Source: an optimization exercise on an open RTL-to-GDS flow (aim: small area and a short achievable clock period). Production flows keep margins and buffers that such runs may drop.
The RTL was checked by simulation tests, not by an equivalence proof against the original design.
Power and IR drop assume default switching activity.

<file path="design/flow/design.v">
module LEGLiteComputer(
	output logic [15:0] iaddr,       
	output logic [15:0] alu_out,     
	output logic [6:0]  io_display,  
	input  logic        clock,
	input  logic [15:0] idata,       
	input  logic        io_sw0,      
	input  logic        io_sw1,
	input  logic        reset
	);
wire [3:0]  op  = idata[15:12];
wire [2:0]  rm  = idata[11:9];
wire [2:0]  rn  = idata[5:3];
wire [2:0]  rd  = idata[2:0];
wire [15:0] imm = {{10{idata[11]}}, idata[11:6]};
wire is_ld   = (op == 4'd5);
wire is_st   = (op == 4'd6);
wire is_cbz  = (op == 4'd7);
wire is_addi = (op == 4'd8);
wire is_andi = (op == 4'd9);
wire use_imm = is_ld | is_st | is_addi | is_andi;
wire regwr   = (op == 4'd0) | is_ld | is_addi | is_andi;
logic [15:0] regs [0:6];
wire use_rm_s, use_imm_s;
c_op_rm   uop0(.op(op), .y(use_rm_s));     
c_op_imm  uop1(.op(op), .y(use_imm_s));    
wire [6:0] asel, bsel;
c_nor3  uas0(.a(rn[0]), .b(rn[1]), .c(rn[2]), .y(asel[0]));
c_nor3  ubs0(.a(rm[0]), .b(rm[1]), .c(rm[2]), .y(bsel[0]));
c_nor3b uas1(.a(rn[1]), .b(rn[2]), .cn(rn[0]), .y(asel[1]));
c_nor3b ubs1(.a(rm[1]), .b(rm[2]), .cn(rm[0]), .y(bsel[1]));
c_nor3b uas2(.a(rn[0]), .b(rn[2]), .cn(rn[1]), .y(asel[2]));
c_nor3b ubs2(.a(rm[0]), .b(rm[2]), .cn(rm[1]), .y(bsel[2]));
c_and3b uas3(.an(rn[2]), .b(rn[0]), .c(rn[1]), .y(asel[3]));
c_and3b ubs3(.an(rm[2]), .b(rm[0]), .c(rm[1]), .y(bsel[3]));
c_nor3b uas4(.a(rn[0]), .b(rn[1]), .cn(rn[2]), .y(asel[4]));
c_nor3b ubs4(.a(rm[0]), .b(rm[1]), .cn(rm[2]), .y(bsel[4]));
c_and3b uas5(.an(rn[1]), .b(rn[0]), .c(rn[2]), .y(asel[5]));
c_and3b ubs5(.an(rm[1]), .b(rm[0]), .c(rm[2]), .y(bsel[5]));
c_and3b uas6(.an(rn[0]), .b(rn[1]), .c(rn[2]), .y(asel[6]));
c_and3b ubs6(.an(rm[0]), .b(rm[1]), .c(rm[2]), .y(bsel[6]));
wire [15:0] ra, nopb;   
for (genvar i = 0; i < 16; i++) begin : g_rd_ab
	wire ya0, ya1, ya2, ya3, yb0, yb1, yb2, yb3;
	c_aoi22  ua0(.a0(regs[0][i]), .b0(asel[0]), .a1(regs[1][i]), .b1(asel[1]), .y(ya0));
	c_aoi22  ua1(.a0(regs[2][i]), .b0(asel[2]), .a1(regs[3][i]), .b1(asel[3]), .y(ya1));
	c_aoi22  ua2(.a0(regs[4][i]), .b0(asel[4]), .a1(regs[5][i]), .b1(asel[5]), .y(ya2));
	c_nand2  ua3(.a(regs[6][i]), .b(asel[6]), .y(ya3));
	c_nand4  ua4(.a(ya0), .b(ya1), .c(ya2), .d(ya3), .y(ra[i]));
	wire rb;
	c_aoi22  ub0(.a0(regs[0][i]), .b0(bsel[0]), .a1(regs[1][i]), .b1(bsel[1]), .y(yb0));
	c_aoi22  ub1(.a0(regs[2][i]), .b0(bsel[2]), .a1(regs[3][i]), .b1(bsel[3]), .y(yb1));
	c_aoi22  ub2(.a0(regs[4][i]), .b0(bsel[4]), .a1(regs[5][i]), .b1(bsel[5]), .y(yb2));
	c_nand2  ub3(.a(regs[6][i]), .b(bsel[6]), .y(yb3));
	c_nand4  ub4(.a(yb0), .b(yb1), .c(yb2), .d(yb3), .y(rb));
	c_aoi22  ub5(.a0(rb), .b0(use_rm_s), .a1(imm[i]), .b1(use_imm_s), .y(nopb[i]));
end
wire nandi = ~is_andi;
wire [15:0] half;
wire ng0_0, nt0_0;
c_nand3b kg0_0(.an(nopb[0]), .b(ra[0]), .c(nandi), .y(ng0_0));
c_nor2b  kt0_0(.a(ra[0]), .bn(nopb[0]), .y(nt0_0));
wire na0; c_nand2b kn_0(.an(nopb[0]), .b(ra[0]), .y(na0));
c_half  kh_0(.ng(na0), .nt(nt0_0), .k(is_andi), .y(half[0]));
wire ng0_1, nt0_1;
c_nand3b kg0_1(.an(nopb[1]), .b(ra[1]), .c(nandi), .y(ng0_1));
c_nor2b  kt0_1(.a(ra[1]), .bn(nopb[1]), .y(nt0_1));
wire na1; c_nand2b kn_1(.an(nopb[1]), .b(ra[1]), .y(na1));
c_half  kh_1(.ng(na1), .nt(nt0_1), .k(is_andi), .y(half[1]));
wire ng0_2, nt0_2;
c_nand3b kg0_2(.an(nopb[2]), .b(ra[2]), .c(nandi), .y(ng0_2));
c_nor2b  kt0_2(.a(ra[2]), .bn(nopb[2]), .y(nt0_2));
wire na2; c_nand2b kn_2(.an(nopb[2]), .b(ra[2]), .y(na2));
c_half  kh_2(.ng(na2), .nt(nt0_2), .k(is_andi), .y(half[2]));
wire ng0_3, nt0_3;
c_nand3b kg0_3(.an(nopb[3]), .b(ra[3]), .c(nandi), .y(ng0_3));
c_nor2b  kt0_3(.a(ra[3]), .bn(nopb[3]), .y(nt0_3));
wire na3; c_nand2b kn_3(.an(nopb[3]), .b(ra[3]), .y(na3));
c_half  kh_3(.ng(na3), .nt(nt0_3), .k(is_andi), .y(half[3]));
wire ng0_4, nt0_4;
c_nand3b kg0_4(.an(nopb[4]), .b(ra[4]), .c(nandi), .y(ng0_4));
c_nor2b  kt0_4(.a(ra[4]), .bn(nopb[4]), .y(nt0_4));
wire na4; c_nand2b kn_4(.an(nopb[4]), .b(ra[4]), .y(na4));
c_half  kh_4(.ng(na4), .nt(nt0_4), .k(is_andi), .y(half[4]));
wire ng0_5, nt0_5;
c_nand3b kg0_5(.an(nopb[5]), .b(ra[5]), .c(nandi), .y(ng0_5));
c_nor2b  kt0_5(.a(ra[5]), .bn(nopb[5]), .y(nt0_5));
wire na5; c_nand2b kn_5(.an(nopb[5]), .b(ra[5]), .y(na5));
c_half  kh_5(.ng(na5), .nt(nt0_5), .k(is_andi), .y(half[5]));
wire ng0_6, nt0_6;
c_nand3b kg0_6(.an(nopb[6]), .b(ra[6]), .c(nandi), .y(ng0_6));
c_nor2b  kt0_6(.a(ra[6]), .bn(nopb[6]), .y(nt0_6));
wire na6; c_nand2b kn_6(.an(nopb[6]), .b(ra[6]), .y(na6));
c_half  kh_6(.ng(na6), .nt(nt0_6), .k(is_andi), .y(half[6]));
wire ng0_7, nt0_7;
c_nand3b kg0_7(.an(nopb[7]), .b(ra[7]), .c(nandi), .y(ng0_7));
c_nor2b  kt0_7(.a(ra[7]), .bn(nopb[7]), .y(nt0_7));
wire na7; c_nand2b kn_7(.an(nopb[7]), .b(ra[7]), .y(na7));
c_half  kh_7(.ng(na7), .nt(nt0_7), .k(is_andi), .y(half[7]));
wire ng0_8, nt0_8;
c_nand3b kg0_8(.an(nopb[8]), .b(ra[8]), .c(nandi), .y(ng0_8));
c_nor2b  kt0_8(.a(ra[8]), .bn(nopb[8]), .y(nt0_8));
wire na8; c_nand2b kn_8(.an(nopb[8]), .b(ra[8]), .y(na8));
c_half  kh_8(.ng(na8), .nt(nt0_8), .k(is_andi), .y(half[8]));
wire ng0_9, nt0_9;
c_nand3b kg0_9(.an(nopb[9]), .b(ra[9]), .c(nandi), .y(ng0_9));
c_nor2b  kt0_9(.a(ra[9]), .bn(nopb[9]), .y(nt0_9));
wire na9; c_nand2b kn_9(.an(nopb[9]), .b(ra[9]), .y(na9));
c_half  kh_9(.ng(na9), .nt(nt0_9), .k(is_andi), .y(half[9]));
wire ng0_10, nt0_10;
c_nand3b kg0_10(.an(nopb[10]), .b(ra[10]), .c(nandi), .y(ng0_10));
c_nor2b  kt0_10(.a(ra[10]), .bn(nopb[10]), .y(nt0_10));
wire na10; c_nand2b kn_10(.an(nopb[10]), .b(ra[10]), .y(na10));
c_half  kh_10(.ng(na10), .nt(nt0_10), .k(is_andi), .y(half[10]));
wire ng0_11, nt0_11;
c_nand3b kg0_11(.an(nopb[11]), .b(ra[11]), .c(nandi), .y(ng0_11));
c_nor2b  kt0_11(.a(ra[11]), .bn(nopb[11]), .y(nt0_11));
wire na11; c_nand2b kn_11(.an(nopb[11]), .b(ra[11]), .y(na11));
c_half  kh_11(.ng(na11), .nt(nt0_11), .k(is_andi), .y(half[11]));
wire ng0_12, nt0_12;
c_nand3b kg0_12(.an(nopb[12]), .b(ra[12]), .c(nandi), .y(ng0_12));
c_nor2b  kt0_12(.a(ra[12]), .bn(nopb[12]), .y(nt0_12));
wire na12; c_nand2b kn_12(.an(nopb[12]), .b(ra[12]), .y(na12));
c_half  kh_12(.ng(na12), .nt(nt0_12), .k(is_andi), .y(half[12]));
wire ng0_13, nt0_13;
c_nand3b kg0_13(.an(nopb[13]), .b(ra[13]), .c(nandi), .y(ng0_13));
c_nor2b  kt0_13(.a(ra[13]), .bn(nopb[13]), .y(nt0_13));
wire na13; c_nand2b kn_13(.an(nopb[13]), .b(ra[13]), .y(na13));
c_half  kh_13(.ng(na13), .nt(nt0_13), .k(is_andi), .y(half[13]));
wire ng0_14, nt0_14;
c_nand3b kg0_14(.an(nopb[14]), .b(ra[14]), .c(nandi), .y(ng0_14));
c_nor2b  kt0_14(.a(ra[14]), .bn(nopb[14]), .y(nt0_14));
wire na14; c_nand2b kn_14(.an(nopb[14]), .b(ra[14]), .y(na14));
c_half  kh_14(.ng(na14), .nt(nt0_14), .k(is_andi), .y(half[14]));
wire ng0_15, nt0_15;
c_nand3b kg0_15(.an(nopb[15]), .b(ra[15]), .c(nandi), .y(ng0_15));
c_nor2b  kt0_15(.a(ra[15]), .bn(nopb[15]), .y(nt0_15));
wire na15; c_nand2b kn_15(.an(nopb[15]), .b(ra[15]), .y(na15));
c_half  kh_15(.ng(na15), .nt(nt0_15), .k(is_andi), .y(half[15]));
wire g1_15; c_oai21 ug1_15(.a1(nt0_15), .a2(ng0_14), .b(ng0_15), .y(g1_15));
wire t1_15; c_nor2 ut1_15(.a(nt0_15), .b(nt0_14), .y(t1_15));
wire g1_14; c_oai21 ug1_14(.a1(nt0_14), .a2(ng0_13), .b(ng0_14), .y(g1_14));
wire t1_14; c_nor2 ut1_14(.a(nt0_14), .b(nt0_13), .y(t1_14));
wire g1_13; c_oai21 ug1_13(.a1(nt0_13), .a2(ng0_12), .b(ng0_13), .y(g1_13));
wire t1_13; c_nor2 ut1_13(.a(nt0_13), .b(nt0_12), .y(t1_13));
wire g1_12; c_oai21 ug1_12(.a1(nt0_12), .a2(ng0_11), .b(ng0_12), .y(g1_12));
wire t1_12; c_nor2 ut1_12(.a(nt0_12), .b(nt0_11), .y(t1_12));
wire g1_11; c_oai21 ug1_11(.a1(nt0_11), .a2(ng0_10), .b(ng0_11), .y(g1_11));
wire t1_11; c_nor2 ut1_11(.a(nt0_11), .b(nt0_10), .y(t1_11));
wire g1_10; c_oai21 ug1_10(.a1(nt0_10), .a2(ng0_9), .b(ng0_10), .y(g1_10));
wire t1_10; c_nor2 ut1_10(.a(nt0_10), .b(nt0_9), .y(t1_10));
wire g1_9; c_oai21 ug1_9(.a1(nt0_9), .a2(ng0_8), .b(ng0_9), .y(g1_9));
wire t1_9; c_nor2 ut1_9(.a(nt0_9), .b(nt0_8), .y(t1_9));
wire g1_8; c_oai21 ug1_8(.a1(nt0_8), .a2(ng0_7), .b(ng0_8), .y(g1_8));
wire t1_8; c_nor2 ut1_8(.a(nt0_8), .b(nt0_7), .y(t1_8));
wire g1_7; c_oai21 ug1_7(.a1(nt0_7), .a2(ng0_6), .b(ng0_7), .y(g1_7));
wire t1_7; c_nor2 ut1_7(.a(nt0_7), .b(nt0_6), .y(t1_7));
wire g1_6; c_oai21 ug1_6(.a1(nt0_6), .a2(ng0_5), .b(ng0_6), .y(g1_6));
wire t1_6; c_nor2 ut1_6(.a(nt0_6), .b(nt0_5), .y(t1_6));
wire g1_5; c_oai21 ug1_5(.a1(nt0_5), .a2(ng0_4), .b(ng0_5), .y(g1_5));
wire t1_5; c_nor2 ut1_5(.a(nt0_5), .b(nt0_4), .y(t1_5));
wire g1_4; c_oai21 ug1_4(.a1(nt0_4), .a2(ng0_3), .b(ng0_4), .y(g1_4));
wire t1_4; c_nor2 ut1_4(.a(nt0_4), .b(nt0_3), .y(t1_4));
wire g1_3; c_oai21 ug1_3(.a1(nt0_3), .a2(ng0_2), .b(ng0_3), .y(g1_3));
wire t1_3; c_nor2 ut1_3(.a(nt0_3), .b(nt0_2), .y(t1_3));
wire g1_2; c_oai21 ug1_2(.a1(nt0_2), .a2(ng0_1), .b(ng0_2), .y(g1_2));
wire t1_2; c_nor2 ut1_2(.a(nt0_2), .b(nt0_1), .y(t1_2));
wire g1_1; c_oai21 ug1_1(.a1(nt0_1), .a2(ng0_0), .b(ng0_1), .y(g1_1));
wire g2_15; c_aoi21 ug2_15(.a1(t1_15), .a2(g1_13), .b(g1_15), .y(g2_15));
wire t2_15; c_nand2 ut2_15(.a(t1_15), .b(t1_13), .y(t2_15));
wire g2_14; c_aoi21 ug2_14(.a1(t1_14), .a2(g1_12), .b(g1_14), .y(g2_14));
wire t2_14; c_nand2 ut2_14(.a(t1_14), .b(t1_12), .y(t2_14));
wire g2_13; c_aoi21 ug2_13(.a1(t1_13), .a2(g1_11), .b(g1_13), .y(g2_13));
wire t2_13; c_nand2 ut2_13(.a(t1_13), .b(t1_11), .y(t2_13));
wire g2_12; c_aoi21 ug2_12(.a1(t1_12), .a2(g1_10), .b(g1_12), .y(g2_12));
wire t2_12; c_nand2 ut2_12(.a(t1_12), .b(t1_10), .y(t2_12));
wire g2_11; c_aoi21 ug2_11(.a1(t1_11), .a2(g1_9), .b(g1_11), .y(g2_11));
wire t2_11; c_nand2 ut2_11(.a(t1_11), .b(t1_9), .y(t2_11));
wire g2_10; c_aoi21 ug2_10(.a1(t1_10), .a2(g1_8), .b(g1_10), .y(g2_10));
wire t2_10; c_nand2 ut2_10(.a(t1_10), .b(t1_8), .y(t2_10));
wire g2_9; c_aoi21 ug2_9(.a1(t1_9), .a2(g1_7), .b(g1_9), .y(g2_9));
wire t2_9; c_nand2 ut2_9(.a(t1_9), .b(t1_7), .y(t2_9));
wire g2_8; c_aoi21 ug2_8(.a1(t1_8), .a2(g1_6), .b(g1_8), .y(g2_8));
wire t2_8; c_nand2 ut2_8(.a(t1_8), .b(t1_6), .y(t2_8));
wire g2_7; c_aoi21 ug2_7(.a1(t1_7), .a2(g1_5), .b(g1_7), .y(g2_7));
wire t2_7; c_nand2 ut2_7(.a(t1_7), .b(t1_5), .y(t2_7));
wire g2_6; c_aoi21 ug2_6(.a1(t1_6), .a2(g1_4), .b(g1_6), .y(g2_6));
wire t2_6; c_nand2 ut2_6(.a(t1_6), .b(t1_4), .y(t2_6));
wire g2_5; c_aoi21 ug2_5(.a1(t1_5), .a2(g1_3), .b(g1_5), .y(g2_5));
wire t2_5; c_nand2 ut2_5(.a(t1_5), .b(t1_3), .y(t2_5));
wire g2_4; c_aoi21 ug2_4(.a1(t1_4), .a2(g1_2), .b(g1_4), .y(g2_4));
wire t2_4; c_nand2 ut2_4(.a(t1_4), .b(t1_2), .y(t2_4));
wire g2_3; c_aoi21 ug2_3(.a1(t1_3), .a2(g1_1), .b(g1_3), .y(g2_3));
wire ki0; c_inv u_ki0(.a(ng0_0), .y(ki0));
wire g2_2; c_aoi21 ug2_2(.a1(t1_2), .a2(ki0), .b(g1_2), .y(g2_2));
wire g3_15; c_oai21 ug3_15(.a1(t2_15), .a2(g2_11), .b(g2_15), .y(g3_15));
wire t3_15; c_nor2 ut3_15(.a(t2_15), .b(t2_11), .y(t3_15));
wire g3_14; c_oai21 ug3_14(.a1(t2_14), .a2(g2_10), .b(g2_14), .y(g3_14));
wire t3_14; c_nor2 ut3_14(.a(t2_14), .b(t2_10), .y(t3_14));
wire g3_13; c_oai21 ug3_13(.a1(t2_13), .a2(g2_9), .b(g2_13), .y(g3_13));
wire t3_13; c_nor2 ut3_13(.a(t2_13), .b(t2_9), .y(t3_13));
wire g3_12; c_oai21 ug3_12(.a1(t2_12), .a2(g2_8), .b(g2_12), .y(g3_12));
wire t3_12; c_nor2 ut3_12(.a(t2_12), .b(t2_8), .y(t3_12));
wire g3_11; c_oai21 ug3_11(.a1(t2_11), .a2(g2_7), .b(g2_11), .y(g3_11));
wire t3_11; c_nor2 ut3_11(.a(t2_11), .b(t2_7), .y(t3_11));
wire g3_10; c_oai21 ug3_10(.a1(t2_10), .a2(g2_6), .b(g2_10), .y(g3_10));
wire t3_10; c_nor2 ut3_10(.a(t2_10), .b(t2_6), .y(t3_10));
wire g3_9; c_oai21 ug3_9(.a1(t2_9), .a2(g2_5), .b(g2_9), .y(g3_9));
wire t3_9; c_nor2 ut3_9(.a(t2_9), .b(t2_5), .y(t3_9));
wire g3_8; c_oai21 ug3_8(.a1(t2_8), .a2(g2_4), .b(g2_8), .y(g3_8));
wire t3_8; c_nor2 ut3_8(.a(t2_8), .b(t2_4), .y(t3_8));
wire g3_7; c_oai21 ug3_7(.a1(t2_7), .a2(g2_3), .b(g2_7), .y(g3_7));
wire g3_6; c_oai21 ug3_6(.a1(t2_6), .a2(g2_2), .b(g2_6), .y(g3_6));
wire ki1; c_inv u_ki1(.a(g1_1), .y(ki1));
wire g3_5; c_oai21 ug3_5(.a1(t2_5), .a2(ki1), .b(g2_5), .y(g3_5));
wire g3_4; c_oai21 ug3_4(.a1(t2_4), .a2(ng0_0), .b(g2_4), .y(g3_4));
wire g4_15; c_aoi21 ug4_15(.a1(t3_15), .a2(g3_7), .b(g3_15), .y(g4_15));
wire g4_14; c_aoi21 ug4_14(.a1(t3_14), .a2(g3_6), .b(g3_14), .y(g4_14));
wire g4_13; c_aoi21 ug4_13(.a1(t3_13), .a2(g3_5), .b(g3_13), .y(g4_13));
wire g4_12; c_aoi21 ug4_12(.a1(t3_12), .a2(g3_4), .b(g3_12), .y(g4_12));
wire ki2; c_inv u_ki2(.a(g2_3), .y(ki2));
wire g4_11; c_aoi21 ug4_11(.a1(t3_11), .a2(ki2), .b(g3_11), .y(g4_11));
wire ki3; c_inv u_ki3(.a(g2_2), .y(ki3));
wire g4_10; c_aoi21 ug4_10(.a1(t3_10), .a2(ki3), .b(g3_10), .y(g4_10));
wire g4_9; c_aoi21 ug4_9(.a1(t3_9), .a2(g1_1), .b(g3_9), .y(g4_9));
wire ki4; c_inv u_ki4(.a(ng0_0), .y(ki4));
wire g4_8; c_aoi21 ug4_8(.a1(t3_8), .a2(ki4), .b(g3_8), .y(g4_8));
wire [15:0] alu;
assign alu[0] = half[0];
c_xnor2 us_1(.a(half[1]), .b(ng0_0), .y(alu[1]));
c_xor2  us_2(.a(half[2]), .b(g1_1), .y(alu[2]));
c_xnor2 us_3(.a(half[3]), .b(g2_2), .y(alu[3]));
c_xnor2 us_4(.a(half[4]), .b(g2_3), .y(alu[4]));
c_xor2  us_5(.a(half[5]), .b(g3_4), .y(alu[5]));
c_xor2  us_6(.a(half[6]), .b(g3_5), .y(alu[6]));
c_xor2  us_7(.a(half[7]), .b(g3_6), .y(alu[7]));
c_xor2  us_8(.a(half[8]), .b(g3_7), .y(alu[8]));
c_xnor2 us_9(.a(half[9]), .b(g4_8), .y(alu[9]));
c_xnor2 us_10(.a(half[10]), .b(g4_9), .y(alu[10]));
c_xnor2 us_11(.a(half[11]), .b(g4_10), .y(alu[11]));
c_xnor2 us_12(.a(half[12]), .b(g4_11), .y(alu[12]));
c_xnor2 us_13(.a(half[13]), .b(g4_12), .y(alu[13]));
c_xnor2 us_14(.a(half[14]), .b(g4_13), .y(alu[14]));
c_xnor2 us_15(.a(half[15]), .b(g4_14), .y(alu[15]));
wire [6:0] tsel;
wire [15:0] rt;
genvar gi, gb, gk;
for (gi = 0; gi < 7; gi++) begin : g_tsel
	assign tsel[gi] = (rd == 3'(gi));
end
for (gb = 0; gb < 16; gb++) begin : g_rt
	wire y0, y1, y2;
	c_aoi222 u0(.a0(regs[0][gb]), .b0(tsel[0]), .a1(regs[1][gb]), .b1(tsel[1]),
	            .a2(regs[2][gb]), .b2(tsel[2]), .y(y0));
	c_aoi222 u1(.a0(regs[3][gb]), .b0(tsel[3]), .a1(regs[4][gb]), .b1(tsel[4]),
	            .a2(regs[5][gb]), .b2(tsel[5]), .y(y1));
	c_nand2  u2(.a(regs[6][gb]), .b(tsel[6]), .y(y2));
	c_nand3  u3(.a(y0), .b(y1), .c(y2), .y(rt[gb]));
end
wire [15:0] sum_i = ra + imm;    
assign alu_out = alu;
logic [15:1] pc;
wire         take = is_cbz & (ra == 16'd0);
wire [15:1]  pc_inc = pc + 15'd1;
wire [15:1]  pc_br  = pc + imm[14:0];
always_ff @(posedge clock)
	if (reset) pc <= 15'd0;
	else       pc <= take ? pc_br : pc_inc;
assign iaddr = {pc, 1'b0};
wire in_range = (sum_i[15:8] == 8'd0);
wire is_sw    = (sum_i == 16'hfff0);
wire is_disp  = (sum_i == 16'hfffa);
wire [7:0]  lo;
wire [15:0] hi, whi;
for (gi = 0; gi < 8; gi++) begin : g_lo
	assign lo[gi] = (sum_i[3:1] == 3'(gi));
end
for (gi = 0; gi < 16; gi++) begin : g_hi
	assign hi[gi]  = (sum_i[7:4] == 4'(gi));
	assign whi[gi] = is_st & in_range & hi[gi];
end
wire [7:0]  nlo = ~lo;
wire [15:0] nhi = ~hi, nwhi = ~whi;
wire [127:0] sel, wen, nwen;
for (gi = 0; gi < 128; gi++) begin : g_sel
	c_nor2  us(.a(nlo[gi % 8]), .b(nhi[gi / 8]),  .y(sel[gi]));
	c_nor2  uw(.a(nlo[gi % 8]), .b(nwhi[gi / 8]), .y(wen[gi]));
	c_nand2 un(.a(lo[gi % 8]),  .b(whi[gi / 8]),  .y(nwen[gi]));
end
logic [15:0] mem [0:127];
for (gi = 0; gi < 128; gi++) begin : g_mem
	wire [15:0] d;
	for (gb = 0; gb < 16; gb++) begin : g_b
		c_ao22 u(.a0(wen[gi]), .b0(rt[gb]), .a1(nwen[gi]), .b1(mem[gi][gb]), .y(d[gb]));
	end
	always_ff @(posedge clock)
		mem[gi] <= d;
end
logic [6:0] disp;
always_ff @(posedge clock)
	if (is_st & is_disp) disp <= rt[6:0];
assign io_display = disp;
wire [15:0] mrd;
for (gb = 0; gb < 16; gb++) begin : g_rd
	wire [43:0] y;
	wire [10:0] z;
	wire [5:0]  u;
	wire [1:0]  v;
	for (gk = 0; gk < 42; gk++) begin : g_l1
		c_aoi222 a(.a0(mem[3*gk][gb]),   .b0(sel[3*gk]),
		           .a1(mem[3*gk+1][gb]), .b1(sel[3*gk+1]),
		           .a2(mem[3*gk+2][gb]), .b2(sel[3*gk+2]), .y(y[gk]));
	end
	c_nand2 n126(.a(mem[126][gb]), .b(sel[126]), .y(y[42]));
	c_nand2 n127(.a(mem[127][gb]), .b(sel[127]), .y(y[43]));
	for (gk = 0; gk < 11; gk++) begin : g_l2
		c_nand4 n(.a(y[4*gk]), .b(y[4*gk+1]), .c(y[4*gk+2]), .d(y[4*gk+3]), .y(z[gk]));
	end
	for (gk = 0; gk < 5; gk++) begin : g_l3
		c_nor2 n(.a(z[2*gk]), .b(z[2*gk+1]), .y(u[gk]));
	end
	c_inv i10(.a(z[10]), .y(u[5]));
	c_nand3 m0(.a(u[0]), .b(u[1]), .c(u[2]), .y(v[0]));
	c_nand3 m1(.a(u[3]), .b(u[4]), .c(u[5]), .y(v[1]));
	assign mrd[gb] = v[0] | v[1];
end
wire [15:0] ld_data = in_range ? mrd : (is_sw ? {14'd0, io_sw1, io_sw0} : 16'd0);
wire [15:0] wdata = is_ld ? ld_data : alu;
for (gi = 0; gi < 7; gi++) begin : g_regs
	always_ff @(posedge clock)
		if (regwr && rd == 3'(gi)) regs[gi] <= wdata;
end
endmodule
module c_aoi222(input a0, input b0, input a1, input b1, input a2, input b2, output y);
	assign y = ~((a0 & b0) | (a1 & b1) | (a2 & b2));
endmodule
module c_nand2(input a, input b, output y);
	assign y = ~(a & b);
endmodule
module c_nand3(input a, input b, input c, output y);
	assign y = ~(a & b & c);
endmodule
module c_nand4(input a, input b, input c, input d, output y);
	assign y = ~(a & b & c & d);
endmodule
module c_nor2(input a, input b, output y);
	assign y = ~(a | b);
endmodule
module c_inv(input a, output y);
	assign y = ~a;
endmodule
module c_xor2(input a, input b, output y);
	assign y = a ^ b;
endmodule
module c_aoi22(input a0, input b0, input a1, input b1, output y);
	assign y = ~((a0 & b0) | (a1 & b1));
endmodule
module c_aoi21(input a1, input a2, input b, output y);
	assign y = ~((a1 & a2) | b);
endmodule
module c_oai21(input a1, input a2, input b, output y);
	assign y = ~((a1 | a2) & b);
endmodule
module c_xnor2(input a, input b, output y);
	assign y = ~(a ^ b);
endmodule
module c_half(input ng, input nt, input k, output y);
	assign y = ng ? ~(nt | k) : k;
endmodule
module c_ao22(input a0, input b0, input a1, input b1, output y);
	assign y = (a0 & b0) | (a1 & b1);
endmodule
module c_nor3(input a, input b, input c, output y);
	assign y = ~(a | b | c);
endmodule
module c_op_rm(input [3:0] op, output y);
	assign y = ~((~op[3] & op[2] & (op[1] | op[0])) | (op[3] & ~op[2] & ~op[1]));
endmodule
module c_op_imm(input [3:0] op, output y);
	assign y = (~op[3] & op[2] & (op[1] ^ op[0])) | (op[3] & ~op[2] & ~op[1]);
endmodule
module c_nand3b(input an, input b, input c, output y);
	assign y = ~(~an & b & c);
endmodule
module c_nand2b(input an, input b, output y);
	assign y = ~(~an & b);
endmodule
module c_nor2b(input a, input bn, output y);
	assign y = ~(a | ~bn);
endmodule
module c_nor3b(input a, input b, input cn, output y);
	assign y = ~(a | b | ~cn);
endmodule
module c_and3b(input an, input b, input c, output y);
	assign y = ~an & b & c;
endmodule
</file>
<file path="design/flow/run.sh">
#!/bin/bash
# synth_recipe.tcl (not shown) runs the flow's synth.tcl, then flattens the netlist and writes it again
# the make line also repeats each setting of config.mk as NAME=value (left out here)
make -C /OpenROAD-flow-scripts/flow DESIGN_CONFIG=/design/flow/config.mk WORK_HOME=/design/flow/orfs CLKGATE_MAP_FILE= SYNTH_SCRIPT=/design/flow/synth_recipe.tcl finish
</file>
<file path="design/flow/config.mk">
export PLATFORM = sky130hd
export DESIGN_NAME = LEGLiteComputer
export DESIGN_NICKNAME = LEGLiteComputer
export VERILOG_FILES = /design/flow/design.v
export SDC_FILE = /design/flow/constraint.sdc
export NUM_CORES = 4
export LEC_CHECK = 0
export CAP_MARGIN = 20
export CORE_MARGIN = 2
export CORE_UTILIZATION = 55
export CTS_BUF_LIST = sky130_fd_sc_hd__clkbuf_4 sky130_fd_sc_hd__clkbuf_8
export CTS_CLUSTER_DIAMETER = 45
export CTS_CLUSTER_SIZE = 16
export PLACE_DENSITY = 0.7
export SETUP_SLACK_MARGIN = 5
export SLEW_MARGIN = 20
export SYNTH_HIERARCHICAL = 1
</file>
<file path="design/flow/constraint.sdc">
create_clock -name core_clock -period 12.5 [get_ports {clock}]
set_input_delay 2.5000 -clock core_clock [delete_from_list [all_inputs] [get_ports {clock}]]
set_output_delay 2.5000 -clock core_clock [all_outputs]
set_load 0.01 [all_outputs]
</file>
==> results of run 1 <==
## logic make-up after synthesis
| logic type | Yosys count |
|---|---|
| xor+xnor | 43 |
| mux | 17 |
| compound gates | 3011 |
| other cells | 1 |
| simple gates | 1143 |
| buf+inv | 68 |
| flops | 2182 |
| fa+ha+maj | 31 |
## final timing paths
path                                  start           to  slack, ps  cells after the start
worst max register to register   regs[0][3]   regs[4][1]       6570                     19
worst min register to register  mem[11][10]  mem[11][10]        480                      1
worst max-delay path               idata[4]   regs[4][1]       4870                     23
worst min-delay path            mem[11][10]  mem[11][10]        480                      1
## timing repair
item,CTS,global route
resized for setup,330,153
buffers inserted,50,37
cloned,2,1
hold endpoints to repair,0,0
endpoints found under the setup margin,1954,186
pin swaps,72,79
## synthesized netlist by cell type (7+ instances only)
| cell | number | area (µm²) |
|---|---|---|
| a21o_1 | 9 | 67.56 |
| a21oi_1 | 22 | 110.1 |
| a21oi_2 | 20 | 175.2 |
| a222oi_1 | 704 | 7047 |
| a22o_1 | 2048 | 17940 |
| a22oi_2 | 112 | 1401 |
| and2_1 | 8 | 50.05 |
| and3_1 | 18 | 112.6 |
| buf_2 | 7 | 35.03 |
| clkbuf_1 | 11 | 41.29 |
| dfxtp_1 | 2063 | 41300 |
| edfxtp_1 | 119 | 3573 |
| ha_1 | 29 | 362.9 |
| inv_1 | 44 | 165.2 |
| mux2_2 | 17 | 191.4 |
| nand2_1 | 275 | 1032 |
| nand2b_1 | 25 | 156.4 |
| nand3_1 | 76 | 380.4 |
| nand3b_1 | 19 | 142.6 |
| nand4_1 | 214 | 1339 |
| nor2_1 | 434 | 1629 |
| nor2b_1 | 9 | 56.30 |
| nor2b_4 | 16 | 220.2 |
| nor3_1 | 15 | 75.07 |
| nor4_1 | 7 | 43.79 |
| o21ai_0 | 22 | 110.1 |
| o21ai_1 | 32 | 160.2 |
| xnor2_1 | 26 | 227.7 |
| xor2_1 | 17 | 148.9 |
## layer usage
layer,vias up,track usage,part of all wire
li1,28910,-,-
met1,34280,0.5302,0.39
met2,4953,0.5635,0.43
met3,891,0.08715,0.12
met4,2,0.1979,0.058
met5,-,0,0.000044
## per-stage QoR
stage	hold WS [ps]	utilization	instance area, µm²	cells	setup slack [ps]
after floorplan	439.1	-	79050	6496	5000
after global placement	451.2	0.5834	83500	8610	2115
after detailed placement	452.2	0.5853	83780	8624	2073
after CTS	478.6	0.6266	89690	9023	4812
after global routing	487.0	0.6338	90720	9067	4829
final	476.6	0.6338	90720	9068	4869
## modules after synthesis (local to each module, per instance), a selection
module	cells inside	flops+latches	times used	cell area, µm²
c_xor2	1	0	5	8.758
c_op_imm	4	0	1	28.78
c_nand2b	1	0	16	6.256
LEGLiteComputer	2620	2182	1	47540
c_op_rm	3	0	1	20.02
c_xnor2	1	0	10	8.758
c_aoi22	1	0	112	12.51
c_nor3b	1	0	6	12.51
c_oai21	1	0	25	5.005
c_ao22	1	0	2048	8.758
c_nor2	1	0	356	3.754
c_aoi21	1	0	20	8.758
c_nand3	1	0	48	5.005
c_and3b	1	0	6	8.758
## power by group
part | switching (µW) | total [µW] | internal (µW)
logic | 1130 | 1470 | 341
registers | 12.0 | 7070 | 7060
clock network | 2590 | 4750 | 2150
## layout make-up
class | instances | area, µm²
well taps | 1903 | 2381
inverters | 44 | 171.4
clock inverters | 121 | 1466
multi-input cells | 4246 | 35850
diodes | 5 | 12.51
fillers | 11150 | 52420
repair buffers | 340 | 2949
clock buffers | 226 | 3004
repair inverters | 1 | 7.507
flip-flops and latches | 2182 | 44870
## critical path: cells and delay by family
kind            cells  cell delay (ps)
compound gates      5             1530
fa+ha+maj           1              390
buf+inv             6             1090
mux                 1              390
simple gates       10             2280
## registers in the layout, indices dropped and copies added (netlist names)
register  count
mem        2048
regs        112
pc           15
disp          7
==> out/results.tsv, run 1 <==
metric	value	unit
critical path launch point type	input pin	
Post-synth EDFFs	119	
hpwl dp	181300	µm
Seq cells post-synth	2182	
I/O Pins	59	
CTS buffer count	194	
Die ar.	146700	µm²
Worst EP required	13130	ps
Synth Area in Compound Gates	0.3464	
port bufs	57	
Die Ht	383.0	µm
Final Hold Fails	0	
critical-path cell list	buf_2 -> nor3b_4 -> buf_12 -> buf_4 -> a22oi_2 -> nand4_1 -> buf_4 -> buf_4 -> ha_2 -> o21ai_1 -> o21ai_1 -> mux2_2 -> nand2_1 -> nor2_1 -> buf_4 -> nand2_8 -> nor2_4 -> a222oi_1 -> nand4_1 -> nor2_4 -> nand3_4 -> nor2_4 -> o221ai_4	
All-Layer GR Usage	0.3843	
Net Count, Synth	6547	
max-cap violations	0	
syn_area_per_cell	12.16	µm²
Crit path top cell by count	buf_4	
slowest stage delay, CP	850	ps
final setup TNS	0	ps
Initial Utilization	0.5520	
Vias/cell	7.613	
number of H-tree levels	4	
Adder-Cell Fraction of Synth Area	0.005100	
largest net degree at the start of global routing	73	
status	no timing/DRC/antenna violations	
Final Power	13290	µW
P per Cell Area	146.5	nW/µm²
NumNets Final	7060	
mapped cell area	79000	µm²
Clock Sinks	2182	
post-route minimum period	7631	ps
Crit path arrival time	8260	ps
Final setup viols	0	
Detailed Route WL	295300	µm
Worst-Skew Late Latency	970	ps
Clock Skew	48.88	ps
Slew HR	0.1900	
Syn Inst Count	6496	
clock root buffer	clkbuf_8	
simple-gate share of the synthesized area	0.06951	
maximum vdd drop	0.0001186	V
RSZ-0062 raised after global routing	yes	
Leak	0.03299	µW
post-synthesis sequential area ratio	0.5680	
Post-Synth XOR/XNOR Area	0.004767	
Core Rows	139	
initial DRC count	12400	
HP Class	reg -> reg	
GRT Residual Overflow	0	
global-route wire length before repair	431800	µm
critical path class	in -> reg	
Slew @ Worst Pin	1215	ps
mux contribution to synthesized area	0.002423	
most frequent cells in the layout	2063 x dfxtp_1, 2048 x a22o_1, 704 x a222oi_1	
commonest non-fill, non-tap cell in the layout	dfxtp_1	
endpoint class of the critical path	flop	
routed length per placed instance	32.56	µm
Max Fclk	0.1311	GHz
Layout area overhead	14.83	%
hold_buf cts	0	
number of global-route vias before repair	64240	
slowest library cell on the worst path	a222oi_1	
largest family of logic cells by synthesized area	compound AO/OA/AOI/OAI gates	
worst-path fanout max	16	
clock slew at reported path FFs	80	ps
share of cells above drive strength 1	0.1613	
Antenna Nets Post-Route	0	
Die X	383.0	µm
Max Slew Vio Count	0	
Via Count	69040	
yosys warns	11	
routability cong.	0.9442	
ys flop type	dfxtp_1	
TritonRoute pass-1 iters	14	
clk buf depth	3	
initial antenna violation count	7	
CTS tree	built	
synth unique cells	68	
Final Cycle Share	0.6105	
Core ar.	143100	µm²
drc violations	0	
Post-synth ARST share	0	
==> run 2, diff against run 1 <==
==> design/flow/config.mk (replaced) <==
export PLATFORM = sky130hd
export DESIGN_NAME = LEGLiteComputer
export DESIGN_NICKNAME = LEGLiteComputer
export VERILOG_FILES = /design/flow/design.v
export SDC_FILE = /design/flow/constraint.sdc
export NUM_CORES = 4
export LEC_CHECK = 0
export CAP_MARGIN = 20
export CORE_MARGIN = 2
export CORE_UTILIZATION = 60
export CTS_BUF_LIST = sky130_fd_sc_hd__clkbuf_8
export CTS_CLUSTER_DIAMETER = 50
export CTS_CLUSTER_SIZE = 18
export PLACE_DENSITY = 0.75
export SETUP_SLACK_MARGIN = 5
export SLEW_MARGIN = 20
export SYNTH_HIERARCHICAL = 1
==> run 2 against run 1 <==
Still clean; die area shrank 8.2%; non-clock buffer count shrank 73; final cell count shrank 3.0%; worst hold slack gained 2.1 ps; sequential share of layout area grew 0.83 points; utilization grew 4.7 points; critical path depth shrank 4; clock skew grew 19 ps; combinational power is essentially flat; critical endpoint is now mem[52][14].
==> out/results.tsv, run 2 <==
metric	value	unit
P per Cell Area	143.0	nW/µm²
Syn Inst Count	6496	
Largest regs	mem (2048), regs (112), pc (15)	
Post-Synth XOR/XNOR Area	0.004767	
Inst Count DP	8416	
mux contribution to synthesized area	0.002423	
hold_buf cts	0	
Worst EP required	13400	ps
Die ar.	134600	µm²
top cells by area, synth	dfxtp_1 52%, a22o_1 23%, a222oi_1 8.9%	
Fill cells	9842	
Layout area overhead	12.93	%
synth cell count leaders	2063 x dfxtp_1, 2048 x a22o_1, 704 x a222oi_1	
Net Count, Synth	6547	
global-route wire length before repair	423200	µm
Slew HR	0.1927	
simple-gate share of the synthesized area	0.06951	
post-route minimum period	7660	ps
Max Fclk	0.1306	GHz
hold slack	478.7	ps
slowest library cell on the worst path	nor2_2	
clock root buffer	clkbuf_8	
maximum vdd drop	0.0001432	V
syn_area_per_cell	12.16	µm²
I/O Pins	59	
most frequent cells in the layout	2063 x dfxtp_1, 2048 x a22o_1, 704 x a222oi_1	
flop2flop setup slack	6610	ps
Post-Place Worst Slack	2332	ps
Largest Register	mem	
number of H-tree levels	4	
critical path launch point type	input pin	
Via Count	69040	
Crit path arrival time	8560	ps
ys flop type	dfxtp_1	
Die Ht	366.9	µm
slowest stage delay, CP	920	ps
routability cong.	1.027	
Final setup viols	0	
Antenna Nets Post-Route	0	
initial antenna violation count	5	
Slew @ Worst Pin	1211	ps
Core ar.	131100	µm²
drc violations	0	
Seq cells post-synth	2182	
max-cap violations	0	
synth unique cells	68	
cell taking the most area after synthesis	dfxtp_1	
final worst slack	4840	ps
register area	44870	µm²
most frequent cell after synthesis	dfxtp_1	
Final Cycle Share	0.6128	
CTS tree	built	
worst-path fanout max	32	
Post-synth EDFFs	119	
critical path class	in -> reg	
Adder-Cell Fraction of Synth Area	0.005100	
largest net degree at the start of global routing	73	
Crit path top cell by count	a211oi_1	
Die X	366.9	µm
Clock Skew	68.07	ps
clk buf depth	3	
clock slew at reported path FFs	100	ps
Core Rows	133	
Worst-Skew Late Latency	1000	ps
final setup TNS	0	ps
status	no timing/DRC/antenna violations	
largest family of logic cells by synthesized area	compound AO/OA/AOI/OAI gates	
critical-path cell list	clkdlybuf4s15_2 -> and3b_1 -> buf_8 -> a22oi_2 -> nand4_1 -> ha_2 -> inv_1 -> fa_1 -> and2b_1 -> o21ai_2 -> a211oi_1 -> a211oi_1 -> nor4_1 -> and3_1 -> and3_2 -> buf_4 -> nand3_1 -> nor2_2 -> a22o_1	
endpoint class of the critical path	flop	
number of global-route vias before repair	63180	
port bufs	57	
Clock Sinks	2182	
HP Class	reg -> reg	
Synth Area in Compound Gates	0.3464	
GRT Residual Overflow	0	
fin util	0.6804	
Max Slew Vio Count	0	
post-synthesis sequential area ratio	0.5680	
mapped cell area	79000	µm²
share of cells above drive strength 1	0.1514	
NumNets Final	6964	
Multi-input gate area	35870	µm²
yosys warns	11	
initial DRC count	14130	
TritonRoute pass-1 iters	17	
All-Layer GR Usage	0.4079	
Synth top area share	0.5227	
number of flip-flops in the largest register	2048	
CTS buffer count	171	
commonest non-fill, non-tap cell in the layout	dfxtp_1	
Detailed Route WL	287700	µm
hpwl dp	177200	µm
Initial Utilization	0.6025	
non-filler cells, final	8794	
Post-synth ARST share	0	
Final Hold Fails	0	
routed length per placed instance	32.72	µm
Leak	0.03224	µW
Vias/cell	7.850	
RSZ-0062 raised after global routing	yes	
run 2: cell count changes in the layout (fill, tap and decap cells not counted), sizes merged:
cell / delta
dlygate4sd2: +1
inv: +22
buf: -73
clkbuf: -42
clkdlybuf4s15: -1
bufinv: -13
clkinvlp: -7
clkinv: -13
run 2: logic make-up (layout without fill, tap and decap cells):
family	count (synthesis)	in the layout
AO/OA/AOI/OAI	3011	3011
XOR/XNOR	43	43
adder cells (fa/ha/maj)	31	31
buffers and inverters	68	606
flip-flops	2182	2182
multiplexers	17	17
other	1	6
AND/OR/NAND/NOR	1143	1143
run 2: Yosys stat by module, one instance, submodules excluded, excerpt:
module,cells inside,copies in the design,area [µm²],flops+latches
c_nand2,1,219,3.754,0
c_nor2,1,356,3.754,0
c_oai21,1,25,5.005,0
c_inv,1,21,3.754,0
c_nand4,1,208,6.256,0
c_ao22,1,2048,8.758,0
c_xnor2,1,10,8.758,0
c_nor2b,1,16,13.76,0
LEGLiteComputer,2620,1,47540,2182
c_xor2,1,5,8.758,0
c_aoi21,1,20,8.758,0
run 2: path summary, 6_finish.rpt:
kind,from,to,cells after the start
max reg2reg,regs[2][0],mem[52][14],16
min,mem[39][13],mem[39][13],1
max,idata[3],mem[52][14],19
min reg2reg,mem[39][13],mem[39][13],1
run 2: final cells by class:
type | count | area share
multi-input cells | 4246 | 0.4021
clock inverters | 110 | 0.01322
repair buffers | 267 | 0.02660
flip-flops and latches | 2182 | 0.5030
well taps | 1755 | 0.02461
repair inverters | 1 | 0.00008415
clock buffers | 184 | 0.02839
inverters | 44 | 0.001893
diodes | 5 | 0.0001402
run 2: critical path: cells and delay by family:
kind,cells,cell delay [ps]
AND/OR/NAND/NOR,8,3300
buffers and inverters,4,1110
AO/OA/AOI/OAI,5,820
adder cells (fa/ha/maj),2,750
run 2: metal layers:
metal	vias up	part of all wire	GRT usage
met5	-	0.000076	0
met3	906	0.14	0.1093
li1	28710	-	-
met1	33980	0.38	0.5711
met4	4	0.056	0.2044
met2	5435	0.42	0.5799
run 2: stage by stage:
step	cell area (µm²)	power (µW)
global route	89210	13040
floorplan	79050	7790
CTS	88030	12610
global placement	82930	8424
detailed placement	83090	8443
finish	89220	12750
run 2: timing repair:
action | 4_1_cts | 5_1_grt
pin swaps | 50 | 83
resized for setup | 313 | 200
buffers inserted | 47 | 22
cloned | 3 | 0
endpoints found under the setup margin | 2176 | 315
run 2: report_power, final:
| part | internal [µW] | switching (µW) | total (µW) | leakage (µW) |
|---|---|---|---|---|
| registers | 7060 | 11.3 | 7070 | 0.0177 |
| logic | 317 | 1150 | 1470 | 0.0127 |
| clock network | 1680 | 2540 | 4220 | 0.00188 |
| total | 9050 | 3700 | 12800 | 0.0322 |

==> static timing again, ports no longer ideal <==
The flow's constraints put no driver on any port. The routed layouts listed below were extracted and timed again, unchanged, in two steps. Step 1: set_driving_cell puts a clkbuf_16 on clock and a buf_2 on each other input, an assumption about the parent block. Step 2 moves the port delays by t, midway between the first and last clock arrival at a register: inputs arrive t later, outputs are due t later. That takes back most of the time a late clock gives input paths. Slacks: no drivers / after step 1 / after step 2; pairs: no drivers / after step 1.
| run | shift t [ns] | setup WS [ns] | latest minus earliest clock arrival (ns) |
|---|---|---|---|
| run 1 | 1.026 | 4.869 / 4.879 / 3.895 | 0.049 / 0.049 |
| run 2 | 1.048 | 4.840 / 4.870 / 3.850 | 0.073 / 0.073 |
After both steps every run listed still meets setup and hold. For run 2, which loses most, drivers alone change the setup slack by +0.030 ns; drivers and shift together by -0.990 ns.
